This design comes from an exercise in tuning for small area and a short achievable clock period on the open sky130 flow, not from production work.
At most, simulation tests tie the RTL to the original design; equivalence was not proved.
Power is estimated from default activity; no workload was simulated.

## top_level
module top_level (
  input         clk_i,
  input         addsub_i,
  input  [31:0] data_a_i,
                data_b_i,
  output [31:0] result_o
);
  logic [7:0]  ea, eb;
  logic [22:0] fa, fb;
  logic        co_ab, co_ba, co_f;
  logic        e_lt, e_eq, f_lt, swm;
  logic [4:0]  sh_d;
  assign ea = data_a_i[30:23];
  assign eb = data_b_i[30:23];
  assign fa = data_a_i[22:0];
  assign fb = data_b_i[22:0];
  logic [7:0] dx, dy;    
  logic       big;
  pfx_add2 #(.W(8))  u_dexp (.a(ea), .b(~eb), .s0(dx), .s1(dy), .co0(co_ab), .co1(co_ba));
  pfx_cout #(.W(23)) u_flt  (.a(fa), .b(~fb), .ci(1'b1), .co(co_f));
  assign e_lt   = ~co_ba;          
  assign e_eq   = ea == eb;
  assign f_lt   = ~co_f;           
  assign swm    = e_eq & f_lt;     
  assign big    = co_ab ? |dy[7:5] : ~&dx[7:5];
  assign sh_d   = big ? 5'd31 : (co_ab ? dy[4:0] : ~dx[4:0]);
  logic        sa_q1, sb_q1, sw_q1;
  logic [7:0]  he_q1;
  logic [22:0] fa_q1, fb_q1;
  logic [4:0]  sh_q1;
  always_ff @(posedge clk_i) begin
    sa_q1 <= data_a_i[31];
    sb_q1 <= data_b_i[31] ^ addsub_i;
    sw_q1 <= e_lt | swm;           
    he_q1 <= e_lt ? eb : ea;
    fa_q1 <= fa;
    fb_q1 <= fb;
    sh_q1 <= sh_d;
  end
  logic [23:0] ly;
  logic [26:0] lv0, al;
  logic [22:0] smask;
  logic [31:0] thermo;
  logic        sticky, es;
  assign ly = sw_q1 ? {1'b1, fa_q1} : {1'b1, fb_q1};
  assign es = sa_q1 ^ sb_q1;
  assign lv0 = sh_q1[0] ? {1'b0, ly, 2'b00} : {ly, 3'b000};
  assign al  = lv0 >> {sh_q1[4:1], 1'b0};
  logic sat;
  assign sat    = sh_q1 >= 5'd25;
  assign thermo = 32'hFFFF_FFFF << sh_q1;    
  assign smask  = {~thermo[24:3], ~thermo[2] & ~sat};
  assign sticky = |(ly[22:0] & smask);
  logic        hs_q2, es_q2;
  logic [7:0]  he_q2;
  logic [22:0] hf_q2;
  logic [26:0] lo_q2;
  always_ff @(posedge clk_i) begin
    hs_q2 <= sw_q1 ? sb_q1 : sa_q1;
    es_q2 <= es;
    he_q2 <= he_q1;
    hf_q2 <= sw_q1 ? fb_q1 : fa_q1;
    lo_q2 <= {al[26:2], al[1] | sat, sticky} ^ {27{es}};    
  end
  logic [26:0] opa;
  logic [27:0] sum;
  logic        add_co;
  ...
Settings: LEC_CHECK=0, ABC_AREA=1, CAP_MARGIN=20, CORE_MARGIN=2, CORE_UTILIZATION=60, SETUP_SLACK_MARGIN=3.2, SLEW_MARGIN=20; clock period 6.0 ns.
standard.sh (not shown) runs the stock make flow with config.mk's settings and CLKGATE_MAP_FILE= SYNTH_SCRIPT=/design/flow/synth_recipe.tcl, a recipe that flattens the netlist after the stock synthesis.
==> flow/flow/run.sh <==
#!/bin/bash



export BUFFER_PORTS_ARGS="-buffer_cell sky130_fd_sc_hd__buf_2"
bash standard.sh > standard.log 2>&1
Edit:
--- a/flow/config.mk
+++ b/flow/config.mk
@@ -10,4 +10,4 @@
 export CORE_MARGIN = 2
 export CORE_UTILIZATION = 60
-export SETUP_SLACK_MARGIN = 3.2
+export SETUP_SLACK_MARGIN = 3.6
 export SLEW_MARGIN = 20
Result: Area after synthesis is unchanged; maximum frequency grows by 1.2%; core utilization grows by 3.2 points; sequential share of layout area shrinks by 1.2 points.
No run of this note included a check of the RTL's function; only the layout flow was run.

========
rev 12:
top_level, a different RTL version from the one above (not shown whole).
Size: roughly 250 flip-flops.
==> flow/config.mk <==
export PLATFORM = sky130hd
export DESIGN_NAME = top_level
export DESIGN_NICKNAME = top_level
export VERILOG_FILES = /design/flow/design.v
export SDC_FILE = /design/flow/constraint.sdc
export NUM_CORES = 4
export LEC_CHECK = 0
export ABC_AREA = 1
export CAP_MARGIN = 20
export CORE_MARGIN = 2
export CORE_UTILIZATION = 60
export CTS_BUF_LIST = sky130_fd_sc_hd__clkbuf_8
export SETUP_SLACK_MARGIN = 3.5
export SLEW_MARGIN = 20
==> flow/constraint.sdc <==
create_clock -name core_clock -period 6.0 [get_ports {clk_i}]
set_input_delay 1.2000 -clock core_clock [delete_from_list [all_inputs] [get_ports {clk_i}]]
set_output_delay 1.2000 -clock core_clock [all_outputs]
set_load 0.01 [all_outputs]
Scripts as last shown in full above: flow/flow/run.sh
What rev 13 does differently from rev 12 at the input level:
- changing SETUP_SLACK_MARGIN from 3.5 to 3.35
--- outcome ---
Sequential fraction of total cell area, rev 12 and rev 13, lower one = rev 12.
[compare] base=rev 12 new=rev 13: fraction of met3 tracks used by global routing increased by 1.4 points relative to the old numbers, achievable clock frequency decreased by 3.2% relative to the old numbers, layout buffer count excluding clock buffers decreased by 11% relative to the old numbers, sequential cell area closely matched the old numbers, wire length of the first global-routing pass closely matched the old numbers.
Re post-CTS setup buffer count: rev 12 was higher than rev 13.
Going from rev 12 to rev 13, logic gate share of total power shows a reduction of 0.6 points; total of fill cells in the finished design lost 6.
Function was not checked in any run of this note: the RTL went through the layout flow alone.

========
top_level, a different RTL version from the one above (not shown whole).
For scale: ~1800 cells after synthesis, roughly 250 flip-flops, about 98 I/O pins, roughly 13000 um^2 of cells after synthesis.
==> flow/design.v (excerpt) <==
module top_level (
  input         clk_i,
  input         addsub_i,
  input  [31:0] data_a_i,
                data_b_i,
  output [31:0] result_o
);
export LEC_CHECK = 0
export ABC_AREA = 1
export CAP_MARGIN = 20
export CORE_MARGIN = 2
export CORE_UTILIZATION = 60
export CTS_BUF_LIST = sky130_fd_sc_hd__clkbuf_8
export SETUP_SLACK_MARGIN = 3.65
export SLEW_MARGIN = 20
create_clock -name core_clock -period 6.0 [get_ports {clk_i}]
==> flow/flow/run.sh <==
#!/bin/bash
# Standard ORFS layout (the standard.sh), with the port buffers made
# from buf_2 cells instead of the default delay-buffer cells.
export BUFFER_PORTS_ARGS="-buffer_cell sky130_fd_sc_hd__buf_2"
bash standard.sh > standard.log 2>&1
Next try:
- CORE_UTILIZATION: 60 -> 70
- SETUP_SLACK_MARGIN: 3.65 -> 3.5
Routed wire length increases by 26%.
Total power decreases by about 1%.
Cell area decreases by 5.9%.
Count of clock-buffer cells in the layout decreases by 2.
Via count increases by about 12%.
Next try:
- ABC_AREA: 1 -> unset
- CORE_UTILIZATION: 70 -> 60
Outcome:
- The changed run passed the timing, design-rule and antenna checks
- critical path depth drops by 1
- combinational power goes down by 28%
- area after synthesis increases by 1.5%
- sequential share of layout area came out higher by 0.23 points
- register-to-register slack is better by 220 ps
- synthesized cell count drops by 18%
- final area decreases by 0.72%
- worst setup slack improves by 400 ps
- clock power falls by about 4%
Next try:
- ABC_AREA: unset -> 1
The new run finished with timing, DRC and antenna clean.
Final cell count came out higher by 17%.
Power came out higher by 9.2%.
Routed wire length increases by 3.6%.
Sequential share of layout area went up by 0.13 points.
Worst hold slack gains 8.4 ps.
Global-route usage increases by 2.0 points.
Sequential cell count does not change.
Clock-buffer cell count drops by 2.
First-iteration DRC count climbs by 16%.
Setup slack gets better by 120 ps.
Next try:
- CTS_BUF_LIST: sky130_fd_sc_hd__clkbuf_8 -> unset
- CTS_CLUSTER_DIAMETER: unset -> 60
- CTS_CLUSTER_SIZE: unset -> 20
After rerunning: The changed run finished clean. Sequential share of layout area decreases by 0.48 points. Wire length increases by 2.8%. Area after synthesis does not change. First-iteration DRC count increases by 4.3%.

## afterwards: timing with drivers on the ports
How much do the figures lean on ideal ports? The routed layouts below were timed once more, with nothing changed but the port constraints.
Step 1 assumes that a clkbuf_16 drives the clock port and a buf_2 every other input.
Step 2, shift: input delay + t, output delay - t, t = (earliest + latest rising clock arrival at the registers) / 2. This alone moves slack from input paths to output paths.
a / b / c = ideal ports / drivers / drivers and shift; a / b = the first two.
run | t (ns) | setup slack, ns | worst setup path at the end | worst slew at a driven data input, ns
the first run of note 1 | 0.568 | 3.115 / 3.124 / 2.557 | input to register | 0.06
the second run of note 1 | 0.567 | 3.148 / 3.177 / 2.611 | input to register | 0.06
rev 12 | 0.588 | 3.501 / 3.504 / 2.916 | input to register | 0.04
rev 13 | 0.589 | 3.419 / 3.420 / 2.857 | input to register | 0.03
the first run of note 3 | 0.591 | 3.529 / 3.529 / 2.985 | input to register | 0.06
the second run of note 3 | 0.600 | 2.977 / 2.976 / 2.376 | input to register | 0.09
the third run of note 3 | 0.575 | 3.380 / 3.371 / 2.797 | input to register | 0.06
the fourth run of note 3 | 0.588 | 3.501 / 3.504 / 2.916 | input to register | 0.04
the fifth run of note 3 | 0.567 | 3.427 / 3.424 / 2.858 | input to register | 0.06
After both steps setup and hold are still met in every run listed. The setup slack of the second run of note 3, which loses most, moves by -0.001 ns with the drivers and by -0.601 ns with both steps.
